This is an optimization exercise on Yosys and OpenROAD, whose aim is small area and a short achievable clock period, not a production implementation. RTL that was checked went through simulation tests only; none was proved equivalent to the original. The RTL of runs 1 and 2 was laid out without a check of its function.

`flow/config.mk`:
```
export PLATFORM = sky130hd
export DESIGN_NAME = main
export DESIGN_NICKNAME = main
export VERILOG_FILES = /design/flow/design.v
export SDC_FILE = /design/flow/constraint.sdc
export NUM_CORES = 4
export LEC_CHECK = 0
export ABC_AREA = 1
export CAP_MARGIN = 0
export CORE_MARGIN = 2
export CORE_UTILIZATION = 60
export SETUP_SLACK_MARGIN = 5
export SLEW_MARGIN = 0
export TNS_END_PERCENT = 10
```
`flow/constraint.sdc`:
```
create_clock -name core_clock -period 15.5 [get_ports {clk}]
set_input_delay 3.1000 -clock core_clock [delete_from_list [all_inputs] [get_ports {clk}]]
set_output_delay 3.1000 -clock core_clock [all_outputs]
set_load 0.01 [all_outputs]
```
`flow/design.v`:
```
module divmul8 (
    input  wire [7:0] n,       
    input  wire [7:0] d,       
    input  wire       mul,     
    output wire [7:0] q,
    output wire [7:0] r
);
    wire [7:0] nd = -d;
    wire [7:0] ds = mul ? nd : d;
    wire [2:0] pt = n[7:5] * d[2:0];
    wire hz7 = ~d[1] & ~d[2] & ~d[3] & ~d[4] & ~d[5] & ~d[6] & ~d[7];
    wire g7_0_0 = ~n[7] & d[0];
    wire p7_0_0 = ~(n[7] ^ d[0]);
    wire ge7 = hz7 & ~g7_0_0;
    assign q[7] = ge7;
    wire r7_0 = ge7 ? (n[7] ^ d[0] ^ 1'b0) : n[7];
    wire hz6 = ~d[2] & ~d[3] & ~d[4] & ~d[5] & ~d[6] & ~d[7];
    wire g6_0_0 = ~n[6] & d[0];
    wire p6_0_0 = ~(n[6] ^ d[0]);
    wire g6_1_0 = ~r7_0 & d[1];
    wire p6_1_0 = ~(r7_0 ^ d[1]);
    wire g6_1_1 = g6_1_0 | (p6_1_0 & g6_0_0);
    wire p6_1_1 = p6_1_0 & p6_0_0;
    wire ge6 = hz6 & ~g6_1_1;
    assign q[6] = ge6;
    wire r6_0 = ge6 ? (n[6] ^ d[0] ^ 1'b0) : n[6];
    wire r6_1 = ge6 ? (r7_0 ^ d[1] ^ g6_0_0) : r7_0;
    wire hz5 = ~d[3] & ~d[4] & ~d[5] & ~d[6] & ~d[7];
    wire g5_0_0 = ~n[5] & d[0];
    wire p5_0_0 = ~(n[5] ^ d[0]);
    wire g5_1_0 = ~r6_0 & d[1];
    wire p5_1_0 = ~(r6_0 ^ d[1]);
    wire g5_2_0 = ~r6_1 & d[2];
    wire p5_2_0 = ~(r6_1 ^ d[2]);
    wire g5_1_1 = g5_1_0 | (p5_1_0 & g5_0_0);
    wire p5_1_1 = p5_1_0 & p5_0_0;
    wire g5_2_2 = g5_2_0 | (p5_2_0 & g5_1_1);
    wire p5_2_2 = p5_2_0 & p5_1_1;
    wire ge5 = hz5 & ~g5_2_2;
    assign q[5] = ge5;
    wire r5_0 = ge5 ? (n[5] ^ d[0] ^ 1'b0) : n[5];
    wire r5_1 = ge5 ? (r6_0 ^ d[1] ^ g5_0_0) : r6_0;
    wire r5_2 = ge5 ? (r6_1 ^ d[2] ^ g5_1_1) : r6_1;
    wire t4_0 = mul ? 1'b0 : n[4];
    wire t4_1 = mul ? pt[0] : r5_0;
    wire t4_2 = mul ? pt[1] : r5_1;
    wire t4_3 = mul ? pt[2] : r5_2;
    wire hz4 = ~d[4] & ~d[5] & ~d[6] & ~d[7] & ~mul;
    wire g4_0_0 = ~t4_0 & ds[0];
    wire p4_0_0 = ~(t4_0 ^ ds[0]);
    wire g4_1_0 = ~t4_1 & ds[1];
    wire p4_1_0 = ~(t4_1 ^ ds[1]);
    wire g4_2_0 = ~t4_2 & ds[2];
    wire p4_2_0 = ~(t4_2 ^ ds[2]);
    wire g4_3_0 = ~t4_3 & ds[3];
    wire p4_3_0 = ~(t4_3 ^ ds[3]);
    wire g4_1_1 = g4_1_0 | (p4_1_0 & g4_0_0);
    wire p4_1_1 = p4_1_0 & p4_0_0;
    wire g4_3_1 = g4_3_0 | (p4_3_0 & g4_2_0);
    wire p4_3_1 = p4_3_0 & p4_2_0;
    wire g4_2_2 = g4_2_0 | (p4_2_0 & g4_1_1);
    wire p4_2_2 = p4_2_0 & p4_1_1;
    wire g4_3_2 = g4_3_1 | (p4_3_1 & g4_1_1);
    wire p4_3_2 = p4_3_1 & p4_1_1;
    wire ge4 = (hz4 & ~g4_3_2) | (mul & n[4]);
    assign q[4] = ge4;
    wire r4_0 = ge4 ? (t4_0 ^ ds[0] ^ 1'b0) : t4_0;
    wire r4_1 = ge4 ? (t4_1 ^ ds[1] ^ g4_0_0) : t4_1;
    wire r4_2 = ge4 ? (t4_2 ^ ds[2] ^ g4_1_1) : t4_2;
    wire r4_3 = ge4 ? (t4_3 ^ ds[3] ^ g4_2_2) : t4_3;
    wire nb3 = n[3] & ~mul;
    wire hz3 = ~d[5] & ~d[6] & ~d[7] & ~mul;
    wire g3_0_0 = ~nb3 & ds[0];
    wire p3_0_0 = ~(nb3 ^ ds[0]);
    wire g3_1_0 = ~r4_0 & ds[1];
    wire p3_1_0 = ~(r4_0 ^ ds[1]);
    wire g3_2_0 = ~r4_1 & ds[2];
    wire p3_2_0 = ~(r4_1 ^ ds[2]);
    wire g3_3_0 = ~r4_2 & ds[3];
    wire p3_3_0 = ~(r4_2 ^ ds[3]);
    wire g3_4_0 = ~r4_3 & ds[4];
    wire p3_4_0 = ~(r4_3 ^ ds[4]);
    wire g3_1_1 = g3_1_0 | (p3_1_0 & g3_0_0);
    wire p3_1_1 = p3_1_0 & p3_0_0;
    wire g3_3_1 = g3_3_0 | (p3_3_0 & g3_2_0);
    wire p3_3_1 = p3_3_0 & p3_2_0;
    wire g3_2_2 = g3_2_0 | (p3_2_0 & g3_1_1);
    wire p3_2_2 = p3_2_0 & p3_1_1;
    wire g3_3_2 = g3_3_1 | (p3_3_1 & g3_1_1);
    wire p3_3_2 = p3_3_1 & p3_1_1;
    wire g3_4_3 = g3_4_0 | (p3_4_0 & g3_3_2);
    wire p3_4_3 = p3_4_0 & p3_3_2;
    wire ge3 = (hz3 & ~g3_4_3) | (mul & n[3]);
    assign q[3] = ge3;
    wire r3_0 = ge3 ? (nb3 ^ ds[0] ^ 1'b0) : nb3;
    wire r3_1 = ge3 ? (r4_0 ^ ds[1] ^ g3_0_0) : r4_0;
    wire r3_2 = ge3 ? (r4_1 ^ ds[2] ^ g3_1_1) : r4_1;
    wire r3_3 = ge3 ? (r4_2 ^ ds[3] ^ g3_2_2) : r4_2;
    wire r3_4 = ge3 ? (r4_3 ^ ds[4] ^ g3_3_2) : r4_3;
    wire nb2 = n[2] & ~mul;
    wire hz2 = ~d[6] & ~d[7] & ~mul;
    wire g2_0_0 = ~nb2 & ds[0];
    wire p2_0_0 = ~(nb2 ^ ds[0]);
    wire g2_1_0 = ~r3_0 & ds[1];
    wire p2_1_0 = ~(r3_0 ^ ds[1]);
    wire g2_2_0 = ~r3_1 & ds[2];
    wire p2_2_0 = ~(r3_1 ^ ds[2]);
    wire g2_3_0 = ~r3_2 & ds[3];
    wire p2_3_0 = ~(r3_2 ^ ds[3]);
    wire g2_4_0 = ~r3_3 & ds[4];
    wire p2_4_0 = ~(r3_3 ^ ds[4]);
    wire g2_5_0 = ~r3_4 & ds[5];
    wire p2_5_0 = ~(r3_4 ^ ds[5]);
    wire g2_1_1 = g2_1_0 | (p2_1_0 & g2_0_0);
    wire p2_1_1 = p2_1_0 & p2_0_0;
    wire g2_3_1 = g2_3_0 | (p2_3_0 & g2_2_0);
    wire p2_3_1 = p2_3_0 & p2_2_0;
    wire g2_5_1 = g2_5_0 | (p2_5_0 & g2_4_0);
    wire p2_5_1 = p2_5_0 & p2_4_0;
    wire g2_2_2 = g2_2_0 | (p2_2_0 & g2_1_1);
    wire p2_2_2 = p2_2_0 & p2_1_1;
    wire g2_3_2 = g2_3_1 | (p2_3_1 & g2_1_1);
    wire p2_3_2 = p2_3_1 & p2_1_1;
    wire g2_4_3 = g2_4_0 | (p2_4_0 & g2_3_2);
    wire p2_4_3 = p2_4_0 & p2_3_2;
    wire g2_5_3 = g2_5_1 | (p2_5_1 & g2_3_2);
    wire p2_5_3 = p2_5_1 & p2_3_2;
    wire ge2 = (hz2 & ~g2_5_3) | (mul & n[2]);
    assign q[2] = ge2;
    wire r2_0 = ge2 ? (nb2 ^ ds[0] ^ 1'b0) : nb2;
    wire r2_1 = ge2 ? (r3_0 ^ ds[1] ^ g2_0_0) : r3_0;
    wire r2_2 = ge2 ? (r3_1 ^ ds[2] ^ g2_1_1) : r3_1;
    wire r2_3 = ge2 ? (r3_2 ^ ds[3] ^ g2_2_2) : r3_2;
    wire r2_4 = ge2 ? (r3_3 ^ ds[4] ^ g2_3_2) : r3_3;
    wire r2_5 = ge2 ? (r3_4 ^ ds[5] ^ g2_4_3) : r3_4;
    wire nb1 = n[1] & ~mul;
    wire hz1 = ~d[7] & ~mul;
    wire g1_0_0 = ~nb1 & ds[0];
    wire p1_0_0 = ~(nb1 ^ ds[0]);
    wire g1_1_0 = ~r2_0 & ds[1];
    wire p1_1_0 = ~(r2_0 ^ ds[1]);
    wire g1_2_0 = ~r2_1 & ds[2];
    wire p1_2_0 = ~(r2_1 ^ ds[2]);
    wire g1_3_0 = ~r2_2 & ds[3];
    wire p1_3_0 = ~(r2_2 ^ ds[3]);
    wire g1_4_0 = ~r2_3 & ds[4];
    wire p1_4_0 = ~(r2_3 ^ ds[4]);
    wire g1_5_0 = ~r2_4 & ds[5];
    wire p1_5_0 = ~(r2_4 ^ ds[5]);
    wire g1_6_0 = ~r2_5 & ds[6];
    wire p1_6_0 = ~(r2_5 ^ ds[6]);
    wire g1_1_1 = g1_1_0 | (p1_1_0 & g1_0_0);
    wire p1_1_1 = p1_1_0 & p1_0_0;
    wire g1_3_1 = g1_3_0 | (p1_3_0 & g1_2_0);
    wire p1_3_1 = p1_3_0 & p1_2_0;
    wire g1_5_1 = g1_5_0 | (p1_5_0 & g1_4_0);
    wire p1_5_1 = p1_5_0 & p1_4_0;
    wire g1_2_2 = g1_2_0 | (p1_2_0 & g1_1_1);
    wire p1_2_2 = p1_2_0 & p1_1_1;
    wire g1_3_2 = g1_3_1 | (p1_3_1 & g1_1_1);
    wire p1_3_2 = p1_3_1 & p1_1_1;
    wire g1_6_2 = g1_6_0 | (p1_6_0 & g1_5_1);
    wire p1_6_2 = p1_6_0 & p1_5_1;
    wire g1_4_3 = g1_4_0 | (p1_4_0 & g1_3_2);
    wire p1_4_3 = p1_4_0 & p1_3_2;
    wire g1_5_3 = g1_5_1 | (p1_5_1 & g1_3_2);
    wire p1_5_3 = p1_5_1 & p1_3_2;
    wire g1_6_3 = g1_6_2 | (p1_6_2 & g1_3_2);
    wire p1_6_3 = p1_6_2 & p1_3_2;
    wire ge1 = (hz1 & ~g1_6_3) | (mul & n[1]);
    assign q[1] = ge1;
    wire r1_0 = ge1 ? (nb1 ^ ds[0] ^ 1'b0) : nb1;
    wire r1_1 = ge1 ? (r2_0 ^ ds[1] ^ g1_0_0) : r2_0;
    wire r1_2 = ge1 ? (r2_1 ^ ds[2] ^ g1_1_1) : r2_1;
    wire r1_3 = ge1 ? (r2_2 ^ ds[3] ^ g1_2_2) : r2_2;
    wire r1_4 = ge1 ? (r2_3 ^ ds[4] ^ g1_3_2) : r2_3;
    wire r1_5 = ge1 ? (r2_4 ^ ds[5] ^ g1_4_3) : r2_4;
    wire r1_6 = ge1 ? (r2_5 ^ ds[6] ^ g1_5_3) : r2_5;
    wire nb0 = n[0] & ~mul;
    wire hz0 = 1'b1 & ~mul;
    wire g0_0_0 = ~nb0 & ds[0];
    wire p0_0_0 = ~(nb0 ^ ds[0]);
    wire g0_1_0 = ~r1_0 & ds[1];
    wire p0_1_0 = ~(r1_0 ^ ds[1]);
    wire g0_2_0 = ~r1_1 & ds[2];
    wire p0_2_0 = ~(r1_1 ^ ds[2]);
    wire g0_3_0 = ~r1_2 & ds[3];
    wire p0_3_0 = ~(r1_2 ^ ds[3]);
    wire g0_4_0 = ~r1_3 & ds[4];
    wire p0_4_0 = ~(r1_3 ^ ds[4]);
    wire g0_5_0 = ~r1_4 & ds[5];
    wire p0_5_0 = ~(r1_4 ^ ds[5]);
    wire g0_6_0 = ~r1_5 & ds[6];
    wire p0_6_0 = ~(r1_5 ^ ds[6]);
    wire g0_7_0 = ~r1_6 & ds[7];
    wire p0_7_0 = ~(r1_6 ^ ds[7]);
    wire g0_1_1 = g0_1_0 | (p0_1_0 & g0_0_0);
    wire p0_1_1 = p0_1_0 & p0_0_0;
    wire g0_3_1 = g0_3_0 | (p0_3_0 & g0_2_0);
    wire p0_3_1 = p0_3_0 & p0_2_0;
    wire g0_5_1 = g0_5_0 | (p0_5_0 & g0_4_0);
    wire p0_5_1 = p0_5_0 & p0_4_0;
    wire g0_7_1 = g0_7_0 | (p0_7_0 & g0_6_0);
    wire p0_7_1 = p0_7_0 & p0_6_0;
    wire g0_2_2 = g0_2_0 | (p0_2_0 & g0_1_1);
    wire p0_2_2 = p0_2_0 & p0_1_1;
    wire g0_3_2 = g0_3_1 | (p0_3_1 & g0_1_1);
    wire p0_3_2 = p0_3_1 & p0_1_1;
    wire g0_6_2 = g0_6_0 | (p0_6_0 & g0_5_1);
    wire p0_6_2 = p0_6_0 & p0_5_1;
    wire g0_7_2 = g0_7_1 | (p0_7_1 & g0_5_1);
    wire p0_7_2 = p0_7_1 & p0_5_1;
    wire g0_4_3 = g0_4_0 | (p0_4_0 & g0_3_2);
    wire p0_4_3 = p0_4_0 & p0_3_2;
    wire g0_5_3 = g0_5_1 | (p0_5_1 & g0_3_2);
    wire p0_5_3 = p0_5_1 & p0_3_2;
    wire g0_6_3 = g0_6_2 | (p0_6_2 & g0_3_2);
    wire p0_6_3 = p0_6_2 & p0_3_2;
    wire g0_7_3 = g0_7_2 | (p0_7_2 & g0_3_2);
    wire p0_7_3 = p0_7_2 & p0_3_2;
    wire ge0 = (hz0 & ~g0_7_3) | (mul & n[0]);
    assign q[0] = ge0;
    wire r0_0 = ge0 ? (nb0 ^ ds[0] ^ 1'b0) : nb0;
    wire r0_1 = ge0 ? (r1_0 ^ ds[1] ^ g0_0_0) : r1_0;
    wire r0_2 = ge0 ? (r1_1 ^ ds[2] ^ g0_1_1) : r1_1;
    wire r0_3 = ge0 ? (r1_2 ^ ds[3] ^ g0_2_2) : r1_2;
    wire r0_4 = ge0 ? (r1_3 ^ ds[4] ^ g0_3_2) : r1_3;
    wire r0_5 = ge0 ? (r1_4 ^ ds[5] ^ g0_4_3) : r1_4;
    wire r0_6 = ge0 ? (r1_5 ^ ds[6] ^ g0_5_3) : r1_5;
    wire r0_7 = ge0 ? (r1_6 ^ ds[7] ^ g0_6_3) : r1_6;
    assign r = {r0_7, r0_6, r0_5, r0_4, r0_3, r0_2, r0_1, r0_0};
endmodule
module addsub8 (
    input  wire [7:0] a,
    input  wire [7:0] b,
    input  wire       sub,
    output wire [7:0] y
);
    wire [7:0] x = a ^ {8{sub}};
    wire [8:0] c;
    assign c[0] = sub;
    genvar j;
    generate
        for (j = 0; j < 8; j = j + 1) begin : bt
            assign y[j]   = b[j] ^ x[j] ^ c[j];
            assign c[j+1] = (b[j] & x[j]) | (b[j] & c[j]) | (x[j] & c[j]);
        end
    endgenerate
endmodule
module main (
    input wire clk,
    input wire rst,
    input wire [7:0] in,
    input wire [2:0] op,
    input wire apply,
    output wire [7:0] tail,
    output wire empty,
    output reg valid
);
    reg [7:0] q0, q1, q2, q3, q4;
    reg [2:0] c;     
    assign tail  = q0;
    assign empty = (c == 3'd0);
    reg [7:0] a, b;
    always @* begin
        case ({c[2], c[0]})
            2'd0: begin a = q1; b = q0; end
            2'd1: begin a = q2; b = q1; end
            2'd2: begin a = q3; b = q2; end
            default: begin a = q4; b = q3; end
        endcase
    end
    wire [7:0] quo, rem;
    divmul8 u_div (.n(b), .d(a), .mul(op == 3'd3), .q(quo), .r(rem));
    wire       sub = op[2];
    wire [7:0] sum;
    addsub8 u_as (.a(a), .b(b), .sub(sub), .y(sum));
    reg [7:0] res;
    always @* begin
        case (op)
            3'd0:    res = in;
            3'd3:    res = rem;      
            3'd5:    res = quo;
            3'd6:    res = rem;
            default: res = sum;
        endcase
    end
    wire full = c[2] & c[0];
    wire ge2  = c[2] | c[1];
    wire ge1  = c != 3'd0;
    wire bad = (op == 3'd7)
             | ((op == 3'd0) & full)
             | ((op == 3'd1) & ~ge1)
             | ((op != 3'd0) & (op != 3'd1) & ~ge2)
             | (((op == 3'd5) | (op == 3'd6)) & (a == 8'd0));
    always @(posedge clk) begin
        if (apply && op != 3'd1) begin
            q0 <= res;
            q1 <= q0;
            q2 <= q1;
            q3 <= q2;
            q4 <= q3;
        end
    end
    always @(posedge clk or posedge rst) begin
        if (rst) begin
            c     <= 3'd0;
            valid <= 1'b1;
        end else if (apply) begin
            if (op == 3'd0) c <= c + 3'd1;
            else            c <= c - 3'd1;
            if (bad) valid <= 1'b0;
        end
    end
endmodule
```
`flow/run.sh`:
```
#!/bin/bash
# synth_recipe.tcl (not shown) runs the flow's synth.tcl, then flattens the netlist and writes it again
# the make line also repeats each setting of config.mk as NAME=value (left out here)
make -C /OpenROAD-flow-scripts/flow DESIGN_CONFIG=/design/flow/config.mk WORK_HOME=/design/flow/orfs CLKGATE_MAP_FILE= SYNTH_SCRIPT=/design/flow/synth_recipe.tcl finish
```
==> impl_metrics.env, run 1 <==
export IMPL_status="finished clean"
export IMPL_cp_max_fo=8
export IMPL_io_pins=24
export IMPL_io_buffers=23
export IMPL_fmax_ghz=0.08711
export IMPL_holdWs_ns=0.4830
export IMPL_syn_num_nets=587
export IMPL_finalClockSkew_ns=0.008208
export IMPL_final_period_utilization_pct=74.07
export IMPL_wl_per_cell_um=17.71
export IMPL_drc=0
export IMPL_die_area_sq_um=7895
export IMPL_synthDistinctLibCells=46
export IMPL_finalHoldViolCount=0
export IMPL_hold_start="valid"
export IMPL_ys_flop_type="edfxtp_1"
export IMPL_cts_buffers=5
export IMPL_grt_usage_pct=32.97
export IMPL_wl_met1_mm=4.964
export IMPL_dr_wl_met2_mm=6.373
export IMPL_slowest_delay_ns=0.55
export IMPL_place_ws_ns=2.200
export IMPL_cts_htree_levels=2
export IMPL_clk_latency_ns=0.30
export IMPL_finalSetupTns_ns=0
export IMPL_num_rows=30
export IMPL_dr_wl_met3_um=756
export IMPL_reg2reg_slack_ns=4.02
export IMPL_startpoint="c[0]"
export IMPL_cap_viol_max_count=0
export IMPL_place_gp_congestion=0.9199
export IMPL_synth_simple_gate_area_share_pct=26.41
export IMPL_period_needed_ns=11.48
export IMPL_reg2reg_from="c[0]"
export IMPL_synth_compound_area_share_pct=11.12
export IMPL_grt_pass1_vias=4160
export IMPL_drive_gt1_share_pct=30.51
export IMPL_path_clk_slew_ns=0.08
export IMPL_cpMaxStageDelayCell="dfrtp_4"
export IMPL_r2r_end="q0[5]"
export IMPL_place_inst=625
export IMPL_dr_pass1_iters=5
export IMPL_critPathRequiredTime_ns=15.53
export IMPL_fin_ws_ns=4.020
export IMPL_antenna_found_initial=0
export IMPL_finalNonFillerCells=709
export IMPL_cts_tree="built"
export IMPL_yosys_warnings=1
export IMPL_synth_xor_area_share_pct=5.474
export IMPL_grt_max_degree=41
export IMPL_worstSetupPathType="register to register"
export IMPL_postSynthAreaPerCell_sq_um=8.357
export IMPL_finalWirelength_mm=12.56
export IMPL_cts_buffer_depth=2
export IMPL_final_max_slew_viol_count=0
export IMPL_yosysTopAreaCell="edfxtp_1"
export IMPL_cp_endpoint="q0[5]"
export IMPL_max_slew_margin_rel_pct=27.11
export IMPL_synthMostInstantiatedCell="nand2_1"
export IMPL_grt_pass1_wl_mm=19.70
export IMPL_synthTopCellsByArea="edfxtp_1 (28%), fa_1 (11%), nand2_1 (11%)"
export IMPL_die_h_um=88.86
export IMPL_synth_cell_area_sq_um=4320
export IMPL_whs_path_depth=1
export IMPL_core_area_sq_um=6869
export IMPL_top_layer="met4"
export IMPL_final_setup_viol_count=0
export IMPL_final_nets=682
export IMPL_yosysSeqAreaShare_pct=30.15
export IMPL_drt_iter0_markers=338
export IMPL_synthTopCellsByCount="nand2_1 (122), inv_1 (50), nand3_1 (43), edfxtp_1 (40), ha_1 (32)"
export IMPL_dr_total_vias=4114
export IMPL_synth_area_mux_share_pct=0
export IMPL_area_growth_pct=30.61
export IMPL_netlist_instances=517
export IMPL_yosysTopAreaCellShare_pct=27.80
export IMPL_synthAdderAreaFrac_pct=20.39
export IMPL_cts_root_buf="clkbuf_8"
export IMPL_dp_hpwl_mm=8.333
export IMPL_synth_top_family_by_area="simple AND/OR/NAND/NOR gates"
export IMPL_die_x_um=88.86
export IMPL_critPathArrivalTime_ns=11.51
export IMPL_worstRegToRegCells=80
export IMPL_endpoint_kind="register"
export IMPL_n_antenna_cell=0
export IMPL_worst_pin_slew_ns=1.091
export IMPL_grt_overflow=0
export IMPL_postRouteAntennaNets=0
export IMPL_rsz0062_at_grt="true"
export IMPL_path_common_cell="nand2_1"
export IMPL_initial_core_util_pct=62.90
export IMPL_cts_sinks=44
export IMPL_hold_path_class="register to register"
export IMPL_async_flop_share_pct=9.091
export IMPL_synth_seq_cells=44
export IMPL_cp_start_kind="register"
export IMPL_viasPerCell=5.803
export IMPL_synth_edf_count=40
## sequential cells by signal (all words and copies together) (netlist names)
signal,cells
q1,8
c,3
valid,1
q0,8
q3,8
q4,8
q2,8
## cells by family (layout without fill, tap and decap cells)
group           count (synthesis)  in the layout
compound gates                 79             79
xor+xnor                       27             27
fa+ha+maj                      56             56
flops                          44             44
simple gates                  244            244
buf+inv                        67            163
## what timing repair did
| action | 4_1_cts | 5_1_grt |
|---|---|---|
| gates resized for setup | 46 | 19 |
| endpoints found under the setup margin | 8 | 8 |
| gates cloned | 1 | 0 |
| pin swaps | 27 | 11 |
| hold buffers | 0 | 0 |
| setup buffers | 58 | 17 |
## critical path: cells and delay by family (launching register included)
kind / cells / cell delay (ns)
simple gates: 35 / 3.78
fa+ha+maj: 10 / 2.87
compound gates: 21 / 2.75
buf+inv: 14 / 1.24
flops: 1 / 0.55
## layout by cell type, fill, tap and decap left out, drive strengths merged, types with 2 or more instances in the layout
cell type / count
nand2: 131
buf: 75
inv: 56
nand3: 45
o21ai: 42
edfxtp: 40
nor2: 34
ha: 32
fa: 24
xor2: 20
clkdlybuf4s50: 20
a21oi: 18
or2: 17
xnor2: 7
nor3: 7
clkbuf: 6
nand4: 5
and2: 4
o2111ai: 4
a21boi: 3
a221oi: 3
dfrtp: 3
a22o: 2
o211ai: 2
clkinvlp: 2
dlygate4sd2: 2
## final cells by class
cell class                      instances  area, sq um
Inverter                               56        217.7
Multi-Input combinational cell        406         3077
Timing Repair Buffer                   98        827.0
Clock buffer                            6        72.57
Tap cell                               96        120.1
Fill cell                             441         1226
Sequential cell                        44         1310
Timing Repair inverter                  1        7.507
Clock inverter                          2        11.26
## worst min-delay path by stage
| stage | to | slack [ns] |
|---|---|---|
| 6_report | valid | 0.48 |
| 5_1_grt | q2[3] | 0.49 |
| 4_1_cts | q2[4] | 0.48 |
| 3_5_place_dp | q4[2] | 0.45 |
| 3_3_place_gp | q2[2] | 0.46 |
| 2_1_floorplan | q4[2] | 0.44 |
## through the flow
step                      util, %  area (sq um)
after floorplan                 -          4498
after global placement      69.34          4763
after detailed placement    69.34          4763
after CTS                   79.25          5444
after global routing        82.15          5643
final                       82.15          5643
## routing by layer
metal  vias up  GRT usage, %
met5         -             0
met4         0         16.12
met3        35         2.612
met2       197         57.80
met1      1963         40.94
li1       1919             -
==> run 2: changes to the inputs <==
--- a/flow/design.v
+++ b/flow/design.v
@@ -9,3 +9,3 @@
     wire [7:0] ds = mul ? nd : d;
-    wire [2:0] pt = n[7:5] * d[2:0];
+    wire [3:0] pt = n[7:4] * d[3:0];
     wire hz7 = ~d[1] & ~d[2] & ~d[3] & ~d[4] & ~d[5] & ~d[6] & ~d[7];
@@ -43,15 +43,11 @@
     wire r5_2 = ge5 ? (r6_1 ^ d[2] ^ g5_1_1) : r6_1;
-    wire t4_0 = mul ? 1'b0 : n[4];
-    wire t4_1 = mul ? pt[0] : r5_0;
-    wire t4_2 = mul ? pt[1] : r5_1;
-    wire t4_3 = mul ? pt[2] : r5_2;
-    wire hz4 = ~d[4] & ~d[5] & ~d[6] & ~d[7] & ~mul;
-    wire g4_0_0 = ~t4_0 & ds[0];
-    wire p4_0_0 = ~(t4_0 ^ ds[0]);
-    wire g4_1_0 = ~t4_1 & ds[1];
-    wire p4_1_0 = ~(t4_1 ^ ds[1]);
-    wire g4_2_0 = ~t4_2 & ds[2];
-    wire p4_2_0 = ~(t4_2 ^ ds[2]);
-    wire g4_3_0 = ~t4_3 & ds[3];
-    wire p4_3_0 = ~(t4_3 ^ ds[3]);
+    wire hz4 = ~d[4] & ~d[5] & ~d[6] & ~d[7];
+    wire g4_0_0 = ~n[4] & d[0];
+    wire p4_0_0 = ~(n[4] ^ d[0]);
+    wire g4_1_0 = ~r5_0 & d[1];
+    wire p4_1_0 = ~(r5_0 ^ d[1]);
+    wire g4_2_0 = ~r5_1 & d[2];
+    wire p4_2_0 = ~(r5_1 ^ d[2]);
+    wire g4_3_0 = ~r5_2 & d[3];
+    wire p4_3_0 = ~(r5_2 ^ d[3]);
     wire g4_1_1 = g4_1_0 | (p4_1_0 & g4_0_0);
@@ -64,20 +60,24 @@
     wire p4_3_2 = p4_3_1 & p4_1_1;
-    wire ge4 = (hz4 & ~g4_3_2) | (mul & n[4]);
+    wire ge4 = hz4 & ~g4_3_2;
     assign q[4] = ge4;
-    wire r4_0 = ge4 ? (t4_0 ^ ds[0] ^ 1'b0) : t4_0;
-    wire r4_1 = ge4 ? (t4_1 ^ ds[1] ^ g4_0_0) : t4_1;
-    wire r4_2 = ge4 ? (t4_2 ^ ds[2] ^ g4_1_1) : t4_2;
-    wire r4_3 = ge4 ? (t4_3 ^ ds[3] ^ g4_2_2) : t4_3;
-    wire nb3 = n[3] & ~mul;
+    wire r4_0 = ge4 ? (n[4] ^ d[0] ^ 1'b0) : n[4];
+    wire r4_1 = ge4 ? (r5_0 ^ d[1] ^ g4_0_0) : r5_0;
+    wire r4_2 = ge4 ? (r5_1 ^ d[2] ^ g4_1_1) : r5_1;
+    wire r4_3 = ge4 ? (r5_2 ^ d[3] ^ g4_2_2) : r5_2;
+    wire t3_0 = mul ? 1'b0 : n[3];
+    wire t3_1 = mul ? pt[0] : r4_0;
+    wire t3_2 = mul ? pt[1] : r4_1;
+    wire t3_3 = mul ? pt[2] : r4_2;
+    wire t3_4 = mul ? pt[3] : r4_3;
     wire hz3 = ~d[5] & ~d[6] & ~d[7] & ~mul;
-    wire g3_0_0 = ~nb3 & ds[0];
-    wire p3_0_0 = ~(nb3 ^ ds[0]);
-    wire g3_1_0 = ~r4_0 & ds[1];
-    wire p3_1_0 = ~(r4_0 ^ ds[1]);
-    wire g3_2_0 = ~r4_1 & ds[2];
-    wire p3_2_0 = ~(r4_1 ^ ds[2]);
-    wire g3_3_0 = ~r4_2 & ds[3];
-    wire p3_3_0 = ~(r4_2 ^ ds[3]);
-    wire g3_4_0 = ~r4_3 & ds[4];
-    wire p3_4_0 = ~(r4_3 ^ ds[4]);
+    wire g3_0_0 = ~t3_0 & ds[0];
+    wire p3_0_0 = ~(t3_0 ^ ds[0]);
+    wire g3_1_0 = ~t3_1 & ds[1];
+    wire p3_1_0 = ~(t3_1 ^ ds[1]);
+    wire g3_2_0 = ~t3_2 & ds[2];
+    wire p3_2_0 = ~(t3_2 ^ ds[2]);
+    wire g3_3_0 = ~t3_3 & ds[3];
+    wire p3_3_0 = ~(t3_3 ^ ds[3]);
+    wire g3_4_0 = ~t3_4 & ds[4];
+    wire p3_4_0 = ~(t3_4 ^ ds[4]);
     wire g3_1_1 = g3_1_0 | (p3_1_0 & g3_0_0);
@@ -94,7 +94,7 @@
     assign q[3] = ge3;
-    wire r3_0 = ge3 ? (nb3 ^ ds[0] ^ 1'b0) : nb3;
-    wire r3_1 = ge3 ? (r4_0 ^ ds[1] ^ g3_0_0) : r4_0;
-    wire r3_2 = ge3 ? (r4_1 ^ ds[2] ^ g3_1_1) : r4_1;
-    wire r3_3 = ge3 ? (r4_2 ^ ds[3] ^ g3_2_2) : r4_2;
-    wire r3_4 = ge3 ? (r4_3 ^ ds[4] ^ g3_3_2) : r4_3;
+    wire r3_0 = ge3 ? (t3_0 ^ ds[0] ^ 1'b0) : t3_0;
+    wire r3_1 = ge3 ? (t3_1 ^ ds[1] ^ g3_0_0) : t3_1;
+    wire r3_2 = ge3 ? (t3_2 ^ ds[2] ^ g3_1_1) : t3_2;
+    wire r3_3 = ge3 ? (t3_3 ^ ds[3] ^ g3_2_2) : t3_3;
+    wire r3_4 = ge3 ? (t3_4 ^ ds[4] ^ g3_3_2) : t3_4;
     wire nb2 = n[2] & ~mul;
==> run 2 against run 1 <==
Compared with the run above:
- synthesized cell count is 3.7% higher
- worst hold slack improved by 0.00090 ns
- via count up 5.0%
- non-clock buffer count decreased by 3
- clock skew decreased by 0.00074 ns
==> impl_metrics.env, run 2 <==
export IMPL_status="finished clean"
export IMPL_holdWs_ns=0.4839
export IMPL_io_pins=24
export IMPL_path_clk_slew_ns=0.08
export IMPL_slowest_delay_ns=0.56
export IMPL_hold_path_class="register to register"
export IMPL_wl_per_cell_um=18.68
export IMPL_final_nets=703
export IMPL_synth_seq_cells=44
export IMPL_reg2reg_slack_ns=4.14
export IMPL_antenna_found_initial=0
export IMPL_num_rows=31
export IMPL_period_needed_ns=11.36
export IMPL_grt_pass1_vias=4171
export IMPL_cts_hold_buffers=0
export IMPL_cts_tree="built"
export IMPL_synth_edf_count=40
export IMPL_cp_start_kind="register"
export IMPL_grt_usage_pct=31.92
export IMPL_fmax_ghz=0.08805
export IMPL_hold_start="q1[2]"
export IMPL_place_gp_congestion=0.8986
export IMPL_grt_overflow=0
export IMPL_rsz0062_at_grt="true"
export IMPL_synthMostInstantiatedCell="nand2_1"
export IMPL_async_flop_share_pct=9.091
export IMPL_cpMaxStageDelayCell="dfrtp_4"
export IMPL_drt_iter0_markers=357
export IMPL_die_h_um=90.41
export IMPL_postRouteAntennaNets=0
export IMPL_ys_flop_type="edfxtp_1"
export IMPL_finalWirelength_mm=13.62
export IMPL_yosysTopAreaCellShare_pct=26.82
export IMPL_initial_core_util_pct=61.76
export IMPL_place_inst=650
export IMPL_grt_pass1_wl_mm=20.76
export IMPL_synthTopCellsByArea="edfxtp_1 (27%), fa_1 (11%), nand2_1 (11%)"
export IMPL_fin_ws_ns=4.142
export IMPL_grt_max_degree=26
export IMPL_drive_gt1_share_pct=34.60
export IMPL_finalNonFillerCells=729
export IMPL_worstSetupPathType="register to register"
export IMPL_cts_sinks=44
export IMPL_startpoint="c[0]"
export IMPL_cp_max_fo=10
export IMPL_n_antenna_cell=0
export IMPL_synthTopCellsByCount="nand2_1 (128), inv_1 (51), nand3_1 (43), edfxtp_1 (40), ha_1 (36)"
export IMPL_finalHoldViolCount=0
export IMPL_final_period_utilization_pct=73.28
export IMPL_syn_num_nets=610
export IMPL_final_util_pct=81.61
export IMPL_dr_pass1_iters=7
export IMPL_viasPerCell=5.925
export IMPL_core_area_sq_um=7253
export IMPL_place_area_sq_um=4887
export IMPL_postSynthAreaPerCell_sq_um=8.357
export IMPL_final_cell_area_sq_um=5919
export IMPL_final_seq_area_sq_um=1310
export IMPL_endpoint_kind="register"
export IMPL_dr_total_vias=4319
export IMPL_cts_buffers=5
export IMPL_netlist_instances=536
export IMPL_min_to="q2[2]"
export IMPL_final_setup_viol_count=0
export IMPL_worstRegToRegCells=73
export IMPL_critPathArrivalTime_ns=11.36
export IMPL_yosysTopAreaCell="edfxtp_1"
export IMPL_cts_htree_levels=2
export IMPL_max_slew_margin_rel_pct=33.97
export IMPL_cts_buffer_depth=2
export IMPL_cts_root_buf="clkbuf_8"
export IMPL_clk_latency_ns=0.29
export IMPL_synthDistinctLibCells=42
export IMPL_drc=0
export IMPL_finalClockSkew_ns=0.007472
export IMPL_cap_viol_max_count=0
export IMPL_die_x_um=90.41
export IMPL_dp_hpwl_mm=8.722
export IMPL_io_buffers=23
export IMPL_finalSetupTns_ns=0
export IMPL_yosysSeqAreaShare_pct=29.08
export IMPL_worst_pin_slew_ns=0.9829
export IMPL_critPathRequiredTime_ns=15.50
export IMPL_die_area_sq_um=8173
export IMPL_final_common_cell="nand2_1"
export IMPL_whs_path_depth=0
export IMPL_final_max_slew_viol_count=0
export IMPL_fillers=458
export IMPL_synth_cell_area_sq_um=4479
export IMPL_yosys_warnings=1
export IMPL_layout_cells_most_common_list="nand2_1 (109), buf_4 (67), inv_1 (41)"
export IMPL_r2r_end="q0[4]"
export IMPL_path_common_cell="nand2_2"
export IMPL_multi_input_area_sq_um=3363
export IMPL_area_growth_pct=32.15
export IMPL_place_ws_ns=2.707
export IMPL_reg2reg_from="c[0]"
-- run 2: cell count changes after synthesis, moves of 4 or more --
cell     delta
or2_0       -5
o21ai_1     +6
xor2_1      -4
ha_1        +4
nand2_1     +6
or2_4       +4
xnor2_1     +7
-- run 2: cells by family (layout without fill, tap and decap cells) --
logic type	after synthesis	count (layout)	synth area share (%)
DFF	44	44	29.08
and+or+nand+nor	255	256	27.54
xor gates and xnor gates	30	30	5.866
adders and majority gates	60	60	20.78
buffers and inverters	69	161	6.564
AOI/OAI and AO/OA	78	79	10.17
-- run 2: what timing repair did --
action                     CTS  global route
pin swaps                   34            57
cloned                       2             0
setup endpoints to repair    8             8
setup buffers               41            28
resized for setup           46            50
-- run 2: worst max-delay path, delay by kind of cell (launching register included) --
family / cells / cell delay, ns
buffers and inverters: 13 / 1.25
adder cells (fa/ha/maj): 10 / 3.19
AND/OR/NAND/NOR: 35 / 3.94
flip-flops: 1 / 0.56
AO/OA/AOI/OAI: 15 / 2.10
-- run 2: metal layers --
metal / global-route usage (%) / part of all wire, %
met5: 0 / 0
met4: 15.51 / 5.0
met3: 3.840 / 7.8
met2: 56.02 / 50
met1: 39.00 / 37
-- run 2: cell type report --
class	count	share of cell area, %
tap	99	2.093
sequential	44	22.13
inverter	58	3.805
clock buffer	6	1.226
timing repair buffer	95	13.34
clock inverter	2	0.5918
multi-input combinational	425	56.82
-- run 2: how the worst max path moves through the flow --
stage | end | slack [ns] | depth (start not counted)
final | q0[4] | 4.14 | 73
after global routing | q0[0] | 3.71 | 78
after CTS | q0[4] | 4.68 | 78
after detailed placement | q0[6] | 2.71 | 73
after global placement | q0[4] | 2.94 | 73
after floorplan | q0[5] | 5.01 | 81
==> run 3: changes to the inputs <==
--- a/flow/design.v
+++ b/flow/design.v
@@ -7,4 +7,3 @@
 );
-    wire [7:0] nd = -d;
-    wire [7:0] ds = mul ? nd : d;
+    wire [7:0] ds = d ^ {8{mul}};
     wire [3:0] pt = n[7:4] * d[3:0];
@@ -82,3 +81,4 @@
     wire p3_4_0 = ~(t3_4 ^ ds[4]);
-    wire g3_1_1 = g3_1_0 | (p3_1_0 & g3_0_0);
+    wire g3_0_b = g3_0_0 | (p3_0_0 & mul);
+    wire g3_1_1 = g3_1_0 | (p3_1_0 & g3_0_b);
     wire p3_1_1 = p3_1_0 & p3_0_0;
@@ -94,4 +94,4 @@
     assign q[3] = ge3;
-    wire r3_0 = ge3 ? (t3_0 ^ ds[0] ^ 1'b0) : t3_0;
-    wire r3_1 = ge3 ? (t3_1 ^ ds[1] ^ g3_0_0) : t3_1;
+    wire r3_0 = ge3 ? (t3_0 ^ ds[0] ^ mul) : t3_0;
+    wire r3_1 = ge3 ? (t3_1 ^ ds[1] ^ g3_0_b) : t3_1;
     wire r3_2 = ge3 ? (t3_2 ^ ds[2] ^ g3_1_1) : t3_2;
@@ -113,3 +113,4 @@
     wire p2_5_0 = ~(r3_4 ^ ds[5]);
-    wire g2_1_1 = g2_1_0 | (p2_1_0 & g2_0_0);
+    wire g2_0_b = g2_0_0 | (p2_0_0 & mul);
+    wire g2_1_1 = g2_1_0 | (p2_1_0 & g2_0_b);
     wire p2_1_1 = p2_1_0 & p2_0_0;
@@ -129,4 +130,4 @@
     assign q[2] = ge2;
-    wire r2_0 = ge2 ? (nb2 ^ ds[0] ^ 1'b0) : nb2;
-    wire r2_1 = ge2 ? (r3_0 ^ ds[1] ^ g2_0_0) : r3_0;
+    wire r2_0 = ge2 ? (nb2 ^ ds[0] ^ mul) : nb2;
+    wire r2_1 = ge2 ? (r3_0 ^ ds[1] ^ g2_0_b) : r3_0;
     wire r2_2 = ge2 ? (r3_1 ^ ds[2] ^ g2_1_1) : r3_1;
@@ -151,3 +152,4 @@
     wire p1_6_0 = ~(r2_5 ^ ds[6]);
-    wire g1_1_1 = g1_1_0 | (p1_1_0 & g1_0_0);
+    wire g1_0_b = g1_0_0 | (p1_0_0 & mul);
+    wire g1_1_1 = g1_1_0 | (p1_1_0 & g1_0_b);
     wire p1_1_1 = p1_1_0 & p1_0_0;
@@ -171,4 +173,4 @@
     assign q[1] = ge1;
-    wire r1_0 = ge1 ? (nb1 ^ ds[0] ^ 1'b0) : nb1;
-    wire r1_1 = ge1 ? (r2_0 ^ ds[1] ^ g1_0_0) : r2_0;
+    wire r1_0 = ge1 ? (nb1 ^ ds[0] ^ mul) : nb1;
+    wire r1_1 = ge1 ? (r2_0 ^ ds[1] ^ g1_0_b) : r2_0;
     wire r1_2 = ge1 ? (r2_1 ^ ds[2] ^ g1_1_1) : r2_1;
@@ -196,3 +198,4 @@
     wire p0_7_0 = ~(r1_6 ^ ds[7]);
-    wire g0_1_1 = g0_1_0 | (p0_1_0 & g0_0_0);
+    wire g0_0_b = g0_0_0 | (p0_0_0 & mul);
+    wire g0_1_1 = g0_1_0 | (p0_1_0 & g0_0_b);
     wire p0_1_1 = p0_1_0 & p0_0_0;
@@ -222,4 +225,4 @@
     assign q[0] = ge0;
-    wire r0_0 = ge0 ? (nb0 ^ ds[0] ^ 1'b0) : nb0;
-    wire r0_1 = ge0 ? (r1_0 ^ ds[1] ^ g0_0_0) : r1_0;
+    wire r0_0 = ge0 ? (nb0 ^ ds[0] ^ mul) : nb0;
+    wire r0_1 = ge0 ? (r1_0 ^ ds[1] ^ g0_0_b) : r1_0;
     wire r0_2 = ge0 ? (r1_1 ^ ds[2] ^ g0_1_1) : r1_1;
@@ -273,3 +276,3 @@
     wire [7:0] quo, rem;
-    divmul8 u_div (.n(b), .d(a), .mul(op == 3'd3), .q(quo), .r(rem));
+    divmul8 u_div (.n(b), .d(a), .mul(op[1] & op[0]), .q(quo), .r(rem));
     wire       sub = op[2];
==> run 3 against run 2 <==
Compared with the run above:
- worst hold slack worse by 0.0061 ns
- cell area down 1.7%
- wire length down 0.62%
- die area down 3.2%
- first-iteration DRC count up 16%
- still clean on timing, DRC and antenna
- count of clock-buffer cells in the layout unchanged
- via count down 0.74%
- critical endpoint is now q0[6]
- global-route usage up 0.084 points
- largest cell class unchanged
==> impl_metrics.env, run 3 <==
export IMPL_status="finished clean"
export IMPL_finalHoldViolCount=0
export IMPL_cp_start_kind="register"
export IMPL_slowest_delay_ns=0.57
export IMPL_synthMostInstantiatedCell="nand2_1"
export IMPL_final_setup_viol_count=0
export IMPL_synth_seq_cells=44
export IMPL_postRouteAntennaNets=0
export IMPL_finalClockSkew_ns=0.005848
export IMPL_r2r_end="q0[6]"
export IMPL_final_common_cell="nand2_1"
export IMPL_grt_pass1_wl_mm=19.12
export IMPL_ys_flop_type="edfxtp_1"
export IMPL_final_nets=661
export IMPL_whs_path_depth=0
export IMPL_dp_hpwl_mm=8.300
export IMPL_yosysTopAreaCellShare_pct=27.75
export IMPL_cpMaxStageDelayCell="dfrtp_4"
export IMPL_yosysSeqAreaShare_pct=30.09
export IMPL_period_needed_ns=10.64
export IMPL_reg2reg_from="c[0]"
export IMPL_worstRegToRegCells=65
export IMPL_grt_max_degree=34
export IMPL_fmax_ghz=0.09399
export IMPL_synthTopCellsByCount="nand2_1 (129), nand3_1 (45), inv_1 (43), edfxtp_1 (40), ha_1 (32)"
export IMPL_netlist_instances=511
export IMPL_drt_iter0_markers=415
export IMPL_die_area_sq_um=7910
export IMPL_hold_start="q1[7]"
export IMPL_layout_cells_most_common_list="nand2_1 (108), buf_4 (53), edfxtp_1 (40)"
export IMPL_critPathArrivalTime_ns=10.68
export IMPL_fillers=412
export IMPL_n_antenna_cell=0
export IMPL_finalWirelength_mm=13.54
export IMPL_area_growth_pct=34.36
export IMPL_clk_latency_ns=0.30
export IMPL_dr_pass1_iters=6
export IMPL_place_gp_congestion=0.9237
export IMPL_max_slew_margin_rel_pct=29.65
export IMPL_finalSetupTns_ns=0
export IMPL_cp_max_fo=7
export IMPL_io_pins=24
export IMPL_yosysTopAreaCell="edfxtp_1"
export IMPL_final_max_slew_viol_count=0
export IMPL_grt_pass1_vias=3896
export IMPL_cts_hold_buffers=0
export IMPL_wl_per_cell_um=19.67
export IMPL_cts_buffers=5
export IMPL_drc=0
export IMPL_cts_tree="built"
export IMPL_endpoint_kind="register"
export IMPL_num_rows=30
export IMPL_reg2reg_slack_ns=4.86
export IMPL_drive_gt1_share_pct=35.14
export IMPL_grt_usage_pct=32.00
export IMPL_syn_num_nets=581
export IMPL_yosys_warnings=1
export IMPL_core_area_sq_um=6907
export IMPL_async_flop_share_pct=9.091
export IMPL_final_util_pct=84.22
export IMPL_path_clk_slew_ns=0.08
export IMPL_postSynthAreaPerCell_sq_um=8.472
export IMPL_cts_root_buf="clkbuf_8"
export IMPL_synthTopCellsByArea="edfxtp_1 (28%), nand2_1 (11%), fa_1 (11%)"
export IMPL_viasPerCell=6.231
export IMPL_dr_total_vias=4287
export IMPL_synthDistinctLibCells=50
export IMPL_min_to="q2[7]"
export IMPL_synth_edf_count=40
export IMPL_final_period_utilization_pct=68.64
export IMPL_cts_sinks=44
export IMPL_worst_pin_slew_ns=1.052
export IMPL_grt_overflow=0
export IMPL_io_buffers=23
export IMPL_worstSetupPathType="register to register"
export IMPL_die_x_um=88.94
export IMPL_holdWs_ns=0.4778
export IMPL_antenna_found_initial=0
export IMPL_critPathRequiredTime_ns=15.54
export IMPL_initial_core_util_pct=62.68
export IMPL_rsz0062_at_grt="true"
export IMPL_cts_htree_levels=2
export IMPL_cap_viol_max_count=0
export IMPL_hold_path_class="register to register"
export IMPL_cts_buffer_depth=2
export IMPL_die_h_um=88.94
export IMPL_synth_cell_area_sq_um=4329
[run 3: how the worst max path moves through the flow]
stage | start | endpoint | slack (ns) | depth (start not counted)
after floorplan | c[2] | q0[0] | 5.04 | 64
after global placement | c[2] | q0[1] | 3.53 | 63
after detailed placement | c[2] | q0[1] | 3.29 | 66
after CTS | op[0] | q0[1] | 5.00 | 46
after global routing | c[0] | q0[6] | 4.37 | 68
final | c[0] | q0[6] | 4.86 | 65
[run 3: area by class of cell]
cell class,count,area [sq um],area share [%]
Clock buffer,6,72.57,1.248
Clock inverter,2,35.03,0.6023
Inverter,52,220.2,3.786
Multi-Input combinational cell,406,3368,57.90
Sequential cell,44,1310,22.52
Tap cell,96,120.1,2.065
Timing Repair Buffer,81,684.4,11.77
Timing Repair inverter,1,6.256,0.1075
[run 3: cells by family after synthesis]
family / share of synthesized area, %
flip-flops: 30.09
XOR/XNOR: 6.676
buffers and inverters: 6.040
AND/OR/NAND/NOR: 25.64
adder cells (fa/ha/maj): 20.35
AO/OA/AOI/OAI: 11.21
[run 3: worst max-delay path, delay by kind of cell (launching register included)]
kind                     cells  cell delay [ns]
AND/OR/NAND/NOR             35             3.84
adder cells (fa/ha/maj)     10             3.30
AO/OA/AOI/OAI                9             1.25
buffers and inverters        9             1.04
flip-flops                   1             0.57
XOR/XNOR                     2             0.33
[run 3: per-layer routing]
layer,vias to the layer above,part of all wire [%],global-route usage [%]
met1,2056,37,40.15
li1,1884,-,-
met4,0,5.2,14.25
met5,-,0,0
met3,81,8.4,4.617
met2,266,50,55.02
[run 3: timing repair]
item / CTS / global route
buffers inserted: 33 / 23
cloned: 1 / 1
pin swaps: 16 / 51
endpoints found under the setup margin: 8 / 8
resized for setup: 66 / 76
[run 3: through the flow]
step / area (sq um) / setup slack (ns) / instances
after detailed placement: 4647 / 3.293 / 622
after global placement: 4647 / 3.534 / 622
final: 5817 / 4.861 / 688
after global routing: 5817 / 4.369 / 688
after floorplan: 4337 / 5.044 / 511
after CTS: 5279 / 5.001 / 664
==> run 4: changes to the inputs <==
--- a/flow/config.mk
+++ b/flow/config.mk
@@ -11,3 +11,3 @@
 export CORE_UTILIZATION = 60
-export SETUP_SLACK_MARGIN = 5
+export SETUP_SLACK_MARGIN = 3.5
 export SLEW_MARGIN = 0
==> run 4 against run 3 <==
Compared with the run above:
- critical path depth shrank 1
- synthesized area is the same
- maximum frequency shrank 5.9%
- critical path type unchanged
- first-iteration DRC count shrank 43%
- count of clock-buffer cells in the layout grew 1
- still clean on timing, DRC and antenna
- non-clock buffer count shrank 42
==> impl_metrics.env, run 4 <==
export IMPL_status="finished clean"
export IMPL_synth_cell_area_sq_um=4329
export IMPL_grt_overflow=0
export IMPL_synth_edf_count=40
export IMPL_yosysTopAreaCell="edfxtp_1"
export IMPL_critPathRequiredTime_ns=15.54
export IMPL_antenna_found_initial=0
export IMPL_ys_flop_type="edfxtp_1"
export IMPL_cts_htree_levels=2
export IMPL_synthMostInstantiatedCell="nand2_1"
export IMPL_clk_latency_ns=0.30
export IMPL_yosysSeqAreaShare_pct=30.09
export IMPL_final_period_utilization_pct=72.94
export IMPL_core_area_sq_um=6907
export IMPL_n_antenna_cell=0
export IMPL_drc=0
export IMPL_die_area_sq_um=7910
export IMPL_period_needed_ns=11.31
export IMPL_cts_tree="built"
export IMPL_grt_pass1_wl_mm=17.06
export IMPL_syn_num_nets=581
export IMPL_slowest_delay_ns=0.52
export IMPL_finalWirelength_mm=10.91
export IMPL_viasPerCell=5.712
export IMPL_place_gp_congestion=0.9790
export IMPL_fillers=585
export IMPL_rsz0062_at_grt="false"
export IMPL_hold_path_class="register to register"
export IMPL_area_growth_pct=13.96
export IMPL_finalSetupTns_ns=0
export IMPL_postRouteAntennaNets=0
export IMPL_critPathArrivalTime_ns=11.34
export IMPL_cp_max_fo=13
export IMPL_cpMaxStageDelayCell="dfrtp_4"
export IMPL_synth_seq_cells=44
export IMPL_cts_root_buf="clkbuf_8"
export IMPL_layout_cells_most_common_list="nand2_1 (127), nand3_1 (44), inv_1 (41)"
export IMPL_die_h_um=88.94
export IMPL_final_setup_viol_count=0
export IMPL_netlist_instances=511
export IMPL_wl_per_cell_um=16.92
export IMPL_cap_viol_max_count=0
export IMPL_synthTopCellsByArea="edfxtp_1 (28%), nand2_1 (11%), fa_1 (11%)"
export IMPL_worst_pin_slew_ns=1.138
export IMPL_grt_max_degree=34
export IMPL_synthTopCellsByCount="nand2_1 (129), nand3_1 (45), inv_1 (43), edfxtp_1 (40), ha_1 (32)"
export IMPL_grt_usage_pct=28.24
export IMPL_yosys_warnings=1
export IMPL_die_x_um=88.94
export IMPL_drive_gt1_share_pct=14.94
export IMPL_cts_buffer_depth=2
export IMPL_io_buffers=23
export IMPL_dp_hpwl_mm=8.104
export IMPL_initial_core_util_pct=62.68
export IMPL_yosysTopAreaCellShare_pct=27.75
export IMPL_worstSetupPathType="register to register"
export IMPL_grt_pass1_vias=3534
export IMPL_endpoint_kind="register"
export IMPL_final_util_pct=71.43
export IMPL_dr_total_vias=3684
export IMPL_fmax_ghz=0.08846
export IMPL_path_common_cell="nand2_1"
export IMPL_async_flop_share_pct=9.091
export IMPL_num_rows=30
export IMPL_cp_start_kind="register"
export IMPL_max_slew_margin_rel_pct=23.90
export IMPL_cts_sinks=44
export IMPL_final_common_cell="nand2_1"
export IMPL_finalClockSkew_ns=0.005681
export IMPL_finalHoldViolCount=0
export IMPL_drt_iter0_markers=236
export IMPL_path_clk_slew_ns=0.08
export IMPL_cts_buffers=5
export IMPL_io_pins=24
export IMPL_final_nets=618
export IMPL_postSynthAreaPerCell_sq_um=8.472
export IMPL_synthDistinctLibCells=50
export IMPL_final_max_slew_viol_count=0
export IMPL_dr_pass1_iters=4
-- run 4: cell counts after synthesis --
No cell type changed its count.
-- run 4: cells by family after synthesis --
logic type | count (synthesis) | share of synthesized area (%)
AO/OA/AOI/OAI | 74 | 11.21
XOR/XNOR | 33 | 6.676
adder cells (fa/ha/maj) | 56 | 20.35
buffers and inverters | 62 | 6.040
flip-flops | 44 | 30.09
AND/OR/NAND/NOR | 242 | 25.64
-- run 4: area by class of cell --
cell class              count  area (sq um)  area share, %
inverters                  52         203.9          4.134
well taps                  96         120.1          2.435
multi-input cells         406          2867          58.10
repair buffers             39         351.6          7.127
flip-flops and latches     44          1310          26.55
clock inverters             1         5.005         0.1014
clock buffers               7         76.32          1.547
-- run 4: critical path, delay by kind of cell (launching register included) --
family,cells,cell delay (ns)
fa+ha+maj,11,4.11
buf+inv,7,0.80
xor+xnor,2,0.33
simple gates,31,3.36
flops,1,0.52
compound gates,13,1.91
-- run 4: per-stage QoR --
step	hold slack (ns)	setup slack [ns]	cell area [sq um]	cells
floorplan	0.4446	4.813	4329	511
global placement	0.4568	3.122	4639	622
detailed placement	0.4568	2.787	4639	622
CTS	0.4857	3.514	4742	630
global route	0.4969	3.404	4933	645
finish	0.4823	4.195	4933	645
-- run 4: routing by layer --
metal | track usage, % | routed length, um
met4 | 9.769 | 224
met2 | 46.81 | 5317
met1 | 39.00 | 4815
met5 | 0 | 0
met3 | 2.770 | 553
-- run 4: timing repair --
item | CTS | global route
endpoints found under the setup margin | 8 | 8
gates resized for setup | 9 | 22
buffers inserted | 0 | 14
cloned | 0 | 1
pin swaps | 0 | 4
hold buffers | 0 | 0
-- run 4: path summary, 6_finish.rpt --
path                             from  depth (start not counted)  slack, ns  endpoint
max in group asynchronous         rst                          2      12.30     valid
worst max-delay path             c[2]                         64       4.19     q0[4]
worst max register to register   c[2]                         64       4.19     q0[4]
worst min-delay path            q0[1]                          0       0.48     q1[1]
min in group asynchronous         rst                          2       2.97      c[2]
worst min register to register  q0[1]                          0       0.48     q1[1]
==> run 5: changes to the inputs <==
--- a/flow/config.mk
+++ b/flow/config.mk
@@ -11,3 +11,3 @@
 export CORE_UTILIZATION = 60
-export SETUP_SLACK_MARGIN = 3.5
+export SETUP_SLACK_MARGIN = 3
 export SLEW_MARGIN = 0
==> run 5 against run 4 <==
Compared with the run above:
- wire length is 3.6% lower
- core utilization fell by 1.7 points
- highest routed layer unchanged
- maximum frequency fell by 2.5%
- synthesized area did not move
- still clean on timing, DRC and antenna
==> impl_metrics.env, run 5 <==
export IMPL_initial_core_util_pct=62.68
export IMPL_die_h_um=88.94
export IMPL_synth_compound_area_share_pct=11.21
export IMPL_clk_latency_ns=0.30
export IMPL_hold_start="q0[1]"
export IMPL_wl_per_cell_um=16.59
export IMPL_max_slew_margin_rel_pct=25.98
export IMPL_area_growth_pct=11.21
export IMPL_critPathRequiredTime_ns=15.54
export IMPL_final_setup_viol_count=0
export IMPL_dp_hpwl_mm=8.104
export IMPL_worst_path_buf_inv=7
export IMPL_drc=0
export IMPL_synth_top_family_by_area="simple AND/OR/NAND/NOR gates"
export IMPL_finalSetupTns_ns=0
export IMPL_yosysTopAreaCell="edfxtp_1"
export IMPL_num_rows=30
export IMPL_dr_pass1_iters=4
export IMPL_syn_num_nets=581
export IMPL_synth_area_mux_share_pct=0
export IMPL_drive_gt1_share_pct=11.71
export IMPL_postSynthAreaPerCell_sq_um=8.472
export IMPL_cp_start_kind="register"
export IMPL_cts_tree="built"
export IMPL_viasPerCell=5.737
export IMPL_cts_sinks=44
export IMPL_io_pins=24
export IMPL_final_nets=607
export IMPL_drt_iter0_markers=254
export IMPL_synthDistinctLibCells=50
export IMPL_final_period_utilization_pct=74.84
export IMPL_grt_usage_pct=28.16
export IMPL_synth_xor_area_share_pct=6.676
export IMPL_cpMaxStageDelayCell="dfrtp_4"
export IMPL_finalClockSkew_ns=0.005704
export IMPL_synthTopCellsByArea="edfxtp_1 (28%), nand2_1 (11%), fa_1 (11%)"
export IMPL_layout_cells_most_common_list="nand2_1 (127), nand3_1 (45), inv_1 (42)"
export IMPL_reg2reg_from="c[0]"
export IMPL_async_flop_share_pct=9.091
export IMPL_synthTopCellsByCount="nand2_1 (129), nand3_1 (45), inv_1 (43), edfxtp_1 (40), ha_1 (32)"
export IMPL_die_x_um=88.94
export IMPL_finalWirelength_mm=10.52
export IMPL_n_antenna_cell=0
export IMPL_whs_path_depth=0
export IMPL_cts_root_buf="clkbuf_8"
export IMPL_grt_pass1_wl_mm=17.02
export IMPL_postRouteAntennaNets=0
export IMPL_final_max_slew_viol_count=0
export IMPL_cts_hold_buffers=0
export IMPL_core_area_sq_um=6907
export IMPL_fmax_ghz=0.08621
export IMPL_reg2reg_slack_ns=3.90
export IMPL_hold_path_class="register to register"
export IMPL_cts_htree_levels=2
export IMPL_yosys_warnings=1
export IMPL_synthMostInstantiatedCell="nand2_1"
export IMPL_final_common_cell="nand2_1"
export IMPL_slowest_delay_ns=0.57
export IMPL_grt_pass1_vias=3539
export IMPL_period_needed_ns=11.60
export IMPL_io_buffers=23
export IMPL_synth_simple_gate_area_share_pct=25.64
export IMPL_cp_top_family="adder cells"
export IMPL_synth_cell_area_sq_um=4329
export IMPL_synth_seq_cells=44
export IMPL_cts_buffers=5
export IMPL_dr_total_vias=3637
export IMPL_min_to="q1[1]"
export IMPL_endpoint_kind="register"
export IMPL_holdWs_ns=0.4826
export IMPL_netlist_instances=511
export IMPL_grt_overflow=0
export IMPL_die_area_sq_um=7910
export IMPL_critPathArrivalTime_ns=11.64
export IMPL_yosysTopAreaCellShare_pct=27.75
export IMPL_cp_max_fo=13
export IMPL_worstSetupPathType="register to register"
export IMPL_ys_flop_type="edfxtp_1"
export IMPL_worst_pin_slew_ns=1.106
export IMPL_r2r_end="q0[1]"
export IMPL_worstRegToRegCells=63
export IMPL_synth_edf_count=40
export IMPL_status="finished clean"
export IMPL_finalHoldViolCount=0
export IMPL_rsz0062_at_grt="false"
export IMPL_yosysSeqAreaShare_pct=30.09
export IMPL_path_clk_slew_ns=0.08
export IMPL_grt_max_degree=34
export IMPL_place_gp_congestion=0.9790
export IMPL_antenna_found_initial=0
export IMPL_synthAdderAreaFrac_pct=20.35
export IMPL_cap_viol_max_count=0
export IMPL_cts_buffer_depth=2
export IMPL_path_common_cell="nand2_1"
[run 5: cell count changes in the layout (fill, tap and decap cells not counted), moves of 2 or more]
| cell | change |
|---|---|
| buf_4 | -9 |
| fa_1 | +2 |
| fa_2 | -2 |
| nor2_1 | +2 |
| nor2_2 | -2 |
[run 5: logic make-up after synthesis]
| family | count (synthesis) |
|---|---|
| XOR/XNOR | 33 |
| adder cells (fa/ha/maj) | 56 |
| flip-flops | 44 |
| buffers and inverters | 62 |
| AND/OR/NAND/NOR | 242 |
| AO/OA/AOI/OAI | 74 |
[run 5: how the worst max path moves through the flow]
stage | from | endpoint | slack [ns] | cells past startpoint
finish | c[0] | q0[1] | 3.90 | 63
global route | c[0] | q0[1] | 2.96 | 68
CTS | c[0] | q0[1] | 3.03 | 62
detailed placement | c[2] | q0[1] | 2.79 | 62
global placement | c[2] | q0[1] | 3.12 | 62
floorplan | c[2] | q0[5] | 4.81 | 61
[run 5: per-layer routing]
layer  vias to the layer above  part of all wire (%)  track usage [%]
met4                         0                   2.2            9.769
met5                         -                     0                0
met3                        18                   5.0            2.770
met1                      1729                    44            38.65
met2                       119                    49            46.95
li1                       1771                     -                -
[run 5: area by class of cell]
cell class | instances | area, sq um
Timing Repair Buffer | 28 | 267.8
Multi-Input combinational cell | 405 | 2829
Clock buffer | 7 | 76.32
Timing Repair inverter | 1 | 5.005
Tap cell | 96 | 120.1
Inverter | 52 | 201.4
Clock inverter | 1 | 5.005
Sequential cell | 44 | 1310
Fill cell | 594 | 2092
[run 5: through the flow]
step	setup WS [ns]	std cells	cell area, sq um	utilization (%)
2_1_floorplan	4.813	511	4329	-
3_3_place_gp	3.122	622	4639	67.17
3_5_place_dp	2.787	622	4639	67.17
4_1_cts	3.027	630	4728	68.46
5_1_grt	2.959	634	4815	69.71
6_report	3.900	634	4815	69.71
[run 5: timing repair]
action                                  4_1_cts  5_1_grt
gates resized for setup                       3       16
endpoints found under the hold margin         0        0
setup buffers                                 0        3
cloned                                        0        1
endpoints found under the setup margin        8        8
pin swaps                                     0        2

==> separate check: timing with driven ports <==
No port has a modelled driver above. Below, the same layouts with a new extraction and two added sets of constraints.
Step 1 assumes that a clkbuf_16 drives the clock port and a buf_2 every other input.
Step 2, shift: input delay + t, output delay - t, t = (earliest + latest rising clock arrival at the registers) / 2. This alone moves slack from input paths to output paths.
Slacks: ideal / step 1 / step 2; pairs: ideal / step 1.
run	shift t [ns]	slack for setup (ns)	worst slew at a driven data input, ns	cell pins on the clock port's net
run 1	0.324	4.020 / 4.020 / 3.744	0.04	1
run 2	0.318	4.142 / 4.142 / 3.833	0.04	1
run 3	0.325	4.861 / 4.861 / 4.651	0.04	1
run 4	0.322	4.195 / 4.195 / 4.047	0.04	1
run 5	0.322	3.900 / 3.900 / 3.900	0.04	1
After both steps setup and hold are still met in every run listed. The setup slack of run 2, which loses most, moves by 0.000 ns with the drivers and by -0.309 ns with both steps.
